From an optimization exercise on the open Yosys and OpenROAD flow, aimed at small area; shortcuts taken in it are not production practice.
In this exercise RTL edits were held to simulation tests only and were not proved equivalent to the original.
No activity file was given, so power comes from the tool's default toggle rates.

==> 08-12 <==
==> flow/design.v <==
`timescale 1ns / 1ps
module pipeline_controler_32_bit_version_3(
    input [4:0] opcode_in,
    input [3:0] s1_in,
    input [3:0] s2_in,
    input [3:0] dest_in,
    input [31:0] ime_data_in,
    output [31:0] result_out,
    output [2:0] flags_out,
    input sys_clk,
    input reset_n
    );
wire [4:0]  op  = opcode_in;
wire [3:0]  s1  = s1_in;
wire [3:0]  s2  = s2_in;
wire [3:0]  dst = dest_in;
wire [31:0] imm = ime_data_in;
wire o_inc = op == 5'b00001;
wire o_add = op == 5'b00010;
wire o_adc = op == 5'b00011;
wire o_sbb = op == 5'b00100;
wire o_sub = op == 5'b00101;
wire o_dec = op == 5'b00110;
wire o_tr  = op == 5'b00111;
wire o_ror = op == 5'b01000;
wire o_shr = op == 5'b01001;
wire o_shl = op == 5'b01010;
wire o_rol = op == 5'b01011;
wire o_or  = op == 5'b11000;
wire o_ld  = op == 5'b11001;
wire o_xor = op == 5'b11010;
wire o_st  = op == 5'b11011;
wire o_and = op == 5'b11100;
wire o_not = op == 5'b11110;
wire arith  = o_inc | o_add | o_adc | o_sbb | o_sub | o_dec;
wire shr    = o_ror | o_shr;
wire shl    = o_shl | o_rol;
wire use1   = arith | o_tr | shr | shl | o_or | o_xor | o_and | o_not | o_st;
wire use2   = o_add | o_adc | o_sbb | o_sub | o_or | o_xor | o_and | o_not;
wire wr     = (arith | shr | shl | o_or | o_xor | o_and | o_not | o_ld | o_st);
wire eb  = o_add | o_adc | o_sbb | o_sub | o_or | o_xor | o_and;  
wire ib  = o_sbb | o_sub | o_dec | o_not;                         
wire sb  = o_sbb | o_sub | o_dec;                                 
wire cin = o_inc | o_adc | o_sub;
wire se  = arith | o_tr | o_st | o_ld | o_xor | o_or | o_not;     
wire ge  = o_or | o_and;                                          
reg [31:0] rf [0:15];
reg v1, v2, v3, z0;    
wire [3:0] wa = wr ? dst : 4'd0;
always @(posedge sys_clk or negedge reset_n)
  if (~reset_n) begin
    v1 <= 1'b0; v2 <= 1'b0; v3 <= 1'b0;
    z0 <= 1'b1;
  end else begin
    v1 <= 1'b1; v2 <= v1; v3 <= v2;
    z0 <= z0 & (|wa);
  end
wire [15:0] sel1 = (use1 ? (16'h0001 << s1) : {15'b0, ~o_ld}) & {15'h7fff, ~z0};
wire [15:0] sel2 = (use2 ? (16'h0001 << s2) : 16'h0001) & {15'h7fff, ~z0};
reg [31:0] a, b;
integer k;
always @(*) begin
  a = {32{o_ld}} & imm;    
  b = 32'd0;
  for (k = 0; k < 16; k = k + 1) begin
    a = a | ({32{sel1[k]}} & rf[k]);
    b = b | ({32{sel2[k]}} & rf[k]);
  end
end
wire [31:0] B = ({32{eb}} & b) ^ {32{ib}};
wire [31:0] p = a ^ B;
wire [32:0] c;
assign c[0] = cin;
genvar i;
generate
  for (i = 0; i < 32; i = i + 1) begin : chain
    assign c[i+1] = p[i] ? c[i] : (a[i] & arith);
  end
endgenerate
wire [31:0] a_r = {o_ror & a[0], a[31:1]};
wire [31:0] a_l = {a[30:0], o_rol & a[31]};
reg [31:0] res;
always @(*)
  for (k = 0; k < 32; k = k + 1)
    res[k] = (p[k] ? (~c[k] & se) : (c[k] | (a[k] & ge)))
           | (shr & a_r[k]) | (shl & a_l[k]);
wire carry = c[32] ^ sb;
wire [31:0] x = a ^ b;
wire [32:0] lt;
assign lt[0] = 1'b0;
generate
  for (i = 0; i < 32; i = i + 1) begin : cmp
    assign lt[i+1] = x[i] ? b[i] : lt[i];
  end
endgenerate
wire zero = ~|a & ~|b;
wire sign = lt[32] & ~o_ld;
always @(posedge sys_clk)
  rf[wa] <= res;
reg [34:0] q1n, q2n, q3n;
always @(posedge sys_clk) begin
  q1n <= ~{zero, sign, carry, res};
  q2n <= q1n;
  q3n <= q2n;
end
assign result_out = v3 ? ~q3n[31:0] : 32'd0;
assign flags_out  = v3 ? ~q3n[34:32] : 3'b100;
endmodule
==> flow/run.sh <==
#!/bin/bash
# synth_recipe.tcl (not shown) runs the flow's synth.tcl, then flattens the netlist and writes it again
# the make line also repeats each setting of config.mk as NAME=value (left out here)
make -C /OpenROAD-flow-scripts/flow DESIGN_CONFIG=/design/flow/config.mk WORK_HOME=/design/flow/orfs CLKGATE_MAP_FILE= SYNTH_SCRIPT=/design/flow/synth_recipe.tcl finish
==> flow/config.mk <==
export PLATFORM = sky130hd
export DESIGN_NAME = pipeline_controler_32_bit_version_3
export DESIGN_NICKNAME = pipeline_controler_32_bit_version_3
export VERILOG_FILES = /design/flow/design.v
export SDC_FILE = /design/flow/constraint.sdc
export NUM_CORES = 4
export LEC_CHECK = 0
export ABC_AREA = 1
export CAP_MARGIN = 0
export CORE_MARGIN = 2
export CORE_UTILIZATION = 40
export CTS_BUF_LIST = sky130_fd_sc_hd__clkbuf_8
export CTS_CLUSTER_SIZE = 24
export SLEW_MARGIN = 0
==> flow/constraint.sdc <==
create_clock -name core_clock -period 9.0 [get_ports {sys_clk}]
set_input_delay 1.8000 -clock core_clock [delete_from_list [all_inputs] [get_ports {sys_clk}]]
set_output_delay 1.8000 -clock core_clock [all_outputs]
set_load 0.01 [all_outputs]
==> 12-28: changes against 08-12 <==
==> flow/design.v, changed modules only <==
module pipeline_controler_32_bit_version_3(
    input [4:0] opcode_in,
    input [3:0] s1_in,
    input [3:0] s2_in,
    input [3:0] dest_in,
    input [31:0] ime_data_in,
    output [31:0] result_out,
    output [2:0] flags_out,
    input sys_clk,
    input reset_n
    );
reg [4:0]  op;
reg [3:0]  s1, s2, dst;
reg [31:0] imm;
reg        v0, v1, v2;
always @(posedge sys_clk or negedge reset_n)
  if (~reset_n) begin
    op <= 5'b00000;
    v0 <= 1'b0; v1 <= 1'b0; v2 <= 1'b0;
  end else begin
    op <= opcode_in;
    v0 <= 1'b1; v1 <= v0; v2 <= v1;
  end
always @(posedge sys_clk) begin
  s1  <= s1_in;
  s2  <= s2_in;
  dst <= dest_in;
  imm <= ime_data_in;
end
wire o_inc = op == 5'b00001;
wire o_add = op == 5'b00010;
wire o_adc = op == 5'b00011;
wire o_sbb = op == 5'b00100;
wire o_sub = op == 5'b00101;
wire o_dec = op == 5'b00110;
wire o_tr  = op == 5'b00111;
wire o_ror = op == 5'b01000;
wire o_shr = op == 5'b01001;
wire o_shl = op == 5'b01010;
wire o_rol = op == 5'b01011;
wire o_or  = op == 5'b11000;
wire o_ld  = op == 5'b11001;
wire o_xor = op == 5'b11010;
wire o_st  = op == 5'b11011;
wire o_and = op == 5'b11100;
wire o_not = op == 5'b11110;
wire arith  = o_inc | o_add | o_adc | o_sbb | o_sub | o_dec;
wire shr    = o_ror | o_shr;
wire shl    = o_shl | o_rol;
wire use1   = arith | o_tr | shr | shl | o_or | o_xor | o_and | o_not | o_st;
wire use2   = o_add | o_adc | o_sbb | o_sub | o_or | o_xor | o_and | o_not;
wire wr     = (arith | shr | shl | o_or | o_xor | o_and | o_not | o_ld | o_st);
wire eb  = o_add | o_adc | o_sbb | o_sub | o_or | o_xor | o_and;  
wire ib  = o_sbb | o_sub | o_dec | o_not;                         
wire sb  = o_sbb | o_sub | o_dec;                                 
wire cin = o_inc | o_adc | o_sub;
wire se  = arith | o_tr | o_st | o_ld | o_xor | o_or | o_not;     
wire ge  = o_or | o_and;                                          
reg [31:0] rf [0:15];
wire [15:0] sel1 = use1 ? (16'h0001 << s1) : {15'b0, ~o_ld};
wire [15:0] sel2 = use2 ? (16'h0001 << s2) : 16'h0001;
reg [31:0] a, b;
integer k;
always @(*) begin
  a = {32{o_ld}} & imm;    
  b = 32'd0;
  for (k = 0; k < 16; k = k + 1) begin
    a = a | ({32{sel1[k]}} & rf[k]);
    b = b | ({32{sel2[k]}} & rf[k]);
  end
end
wire [31:0] B = ({32{eb}} & b) ^ {32{ib}};
wire [31:0] p = a ^ B;
wire [32:0] c;
assign c[0] = cin;
genvar i;
generate
  for (i = 0; i < 32; i = i + 1) begin : chain
    assign c[i+1] = p[i] ? c[i] : (a[i] & arith);
  end
endgenerate
wire [31:0] a_r = {o_ror & a[0], a[31:1]};
wire [31:0] a_l = {a[30:0], o_rol & a[31]};
reg [31:0] res;
always @(*)
  for (k = 0; k < 32; k = k + 1)
    res[k] = (p[k] ? (~c[k] & se) : (c[k] | (a[k] & ge)))
           | (shr & a_r[k]) | (shl & a_l[k]);
wire carry = c[32] ^ sb;
wire [31:0] x = a ^ b;
wire [32:0] lt;
assign lt[0] = 1'b0;
generate
  for (i = 0; i < 32; i = i + 1) begin : cmp
    assign lt[i+1] = x[i] ? b[i] : lt[i];
  end
endgenerate
wire zero = ~|a & ~|b;
wire sign = lt[32] & ~o_ld;
always @(posedge sys_clk)
  rf[wr ? dst : 4'd0] <= res;
reg [34:0] q1n, q2n;
always @(posedge sys_clk) begin
  q1n <= ~{zero, sign, carry, res};
  q2n <= q1n;
end
assign result_out = v2 ? ~q2n[31:0] : 32'd0;
assign flags_out  = v2 ? ~q2n[34:32] : 3'b100;
endmodule
Settings changed: ABC_AREA 1 to default, CAP_MARGIN 0 to 20, CTS_BUF_LIST sky130_fd_sc_hd__clkbuf_8 to default, CTS_CLUSTER_SIZE 24 to default, SLEW_MARGIN 0 to 20.
==> notes <==
Between 08-12 and 12-28, the lower clock skew is in 12-28 (gap 0.031 ns).
Against 08-12, the die area of 12-28 is larger by about 10%.
Between 12-28 and 08-12, the lower count of clock-buffer cells in the layout is in 12-28 (gap 8).
Between 12-28 and 08-12, the lower power is in 12-28 (gap 4.5%, measured against 08-12).
Maximum frequency: 12-28 is higher than 08-12 (about 13%).
In 12-28 the combinational power is lower than in 08-12, by 26%.
In 08-12 the core utilization is higher than in 12-28, by 0.82 points.
Between 12-28 and 08-12, the lower via count is in 08-12 (gap about 8%, measured against 08-12).
==> figures <==
item                                                                        12-28           08-12
Fraction of final layout cells with drive strength greater than 1           0.157           0.138
Initial standard-cell utilization of the core                               0.404           0.405
Synthesized area per cell                                               11.8 um^2       9.83 um^2
Smallest setup slack after layout                                         1.57 ns        0.630 ns
Proportion of cell area occupied by multi-input gates                       0.361           0.283
Syn Nets                                                                     2747            3008
Comb_multi_in                                                                1812            1826
Yosys reg bits                                                                634             621
Time the worst path needs with I/O delays and setup                       7.43 ns         8.37 ns
Highest Clock Rate                                                        135 MHz         119 MHz
Vias in the first global route                                              26219           24292
Run status                                                         finished clean  finished clean
Endpoint required time on the critical path                               9.17 ns         9.40 ns
Number of well-tap cells placed                                              1050             950
Post-placement worst setup slack                                          1.93 ns      -0.0824 ns
Hold Worst Slack                                                         0.320 ns        0.317 ns
Flip-flop and latch area                                               17900 um^2      17600 um^2
Number of flip-flops and latches                                              634             621

[static timing again, ports no longer ideal]
Ports are ideal in the flow. The routed layouts listed here were re-timed in OpenROAD.
Step 1: set_driving_cell puts a clkbuf_16 on sys_clk and a buf_2 on each other input, an assumption about the parent block.
Step 2 adds t to the input delays and takes it off the output delays; t is the mean of the earliest and latest rising clock arrival at the registers after step 1. Input paths then give back, and output paths get back, about the clock's delay inside the block.
Slacks: ideal ports / drivers / drivers and shift; pairs: ideal ports / drivers.
| run | t, ns | slack for setup (ns) | worst setup path after step 2 |
|---|---|---|---|
| 08-12 | 0.794 | 0.630 / 0.671 / -0.123 | input to register |
| 12-28 | 0.691 | 1.574 / 1.574 / 1.574 | register to register |
With both steps, setup timing fails in 08-12, where it was met with ideal ports. For 08-12, which loses most, drivers alone change the setup slack by +0.041 ns; drivers and shift together by -0.753 ns.
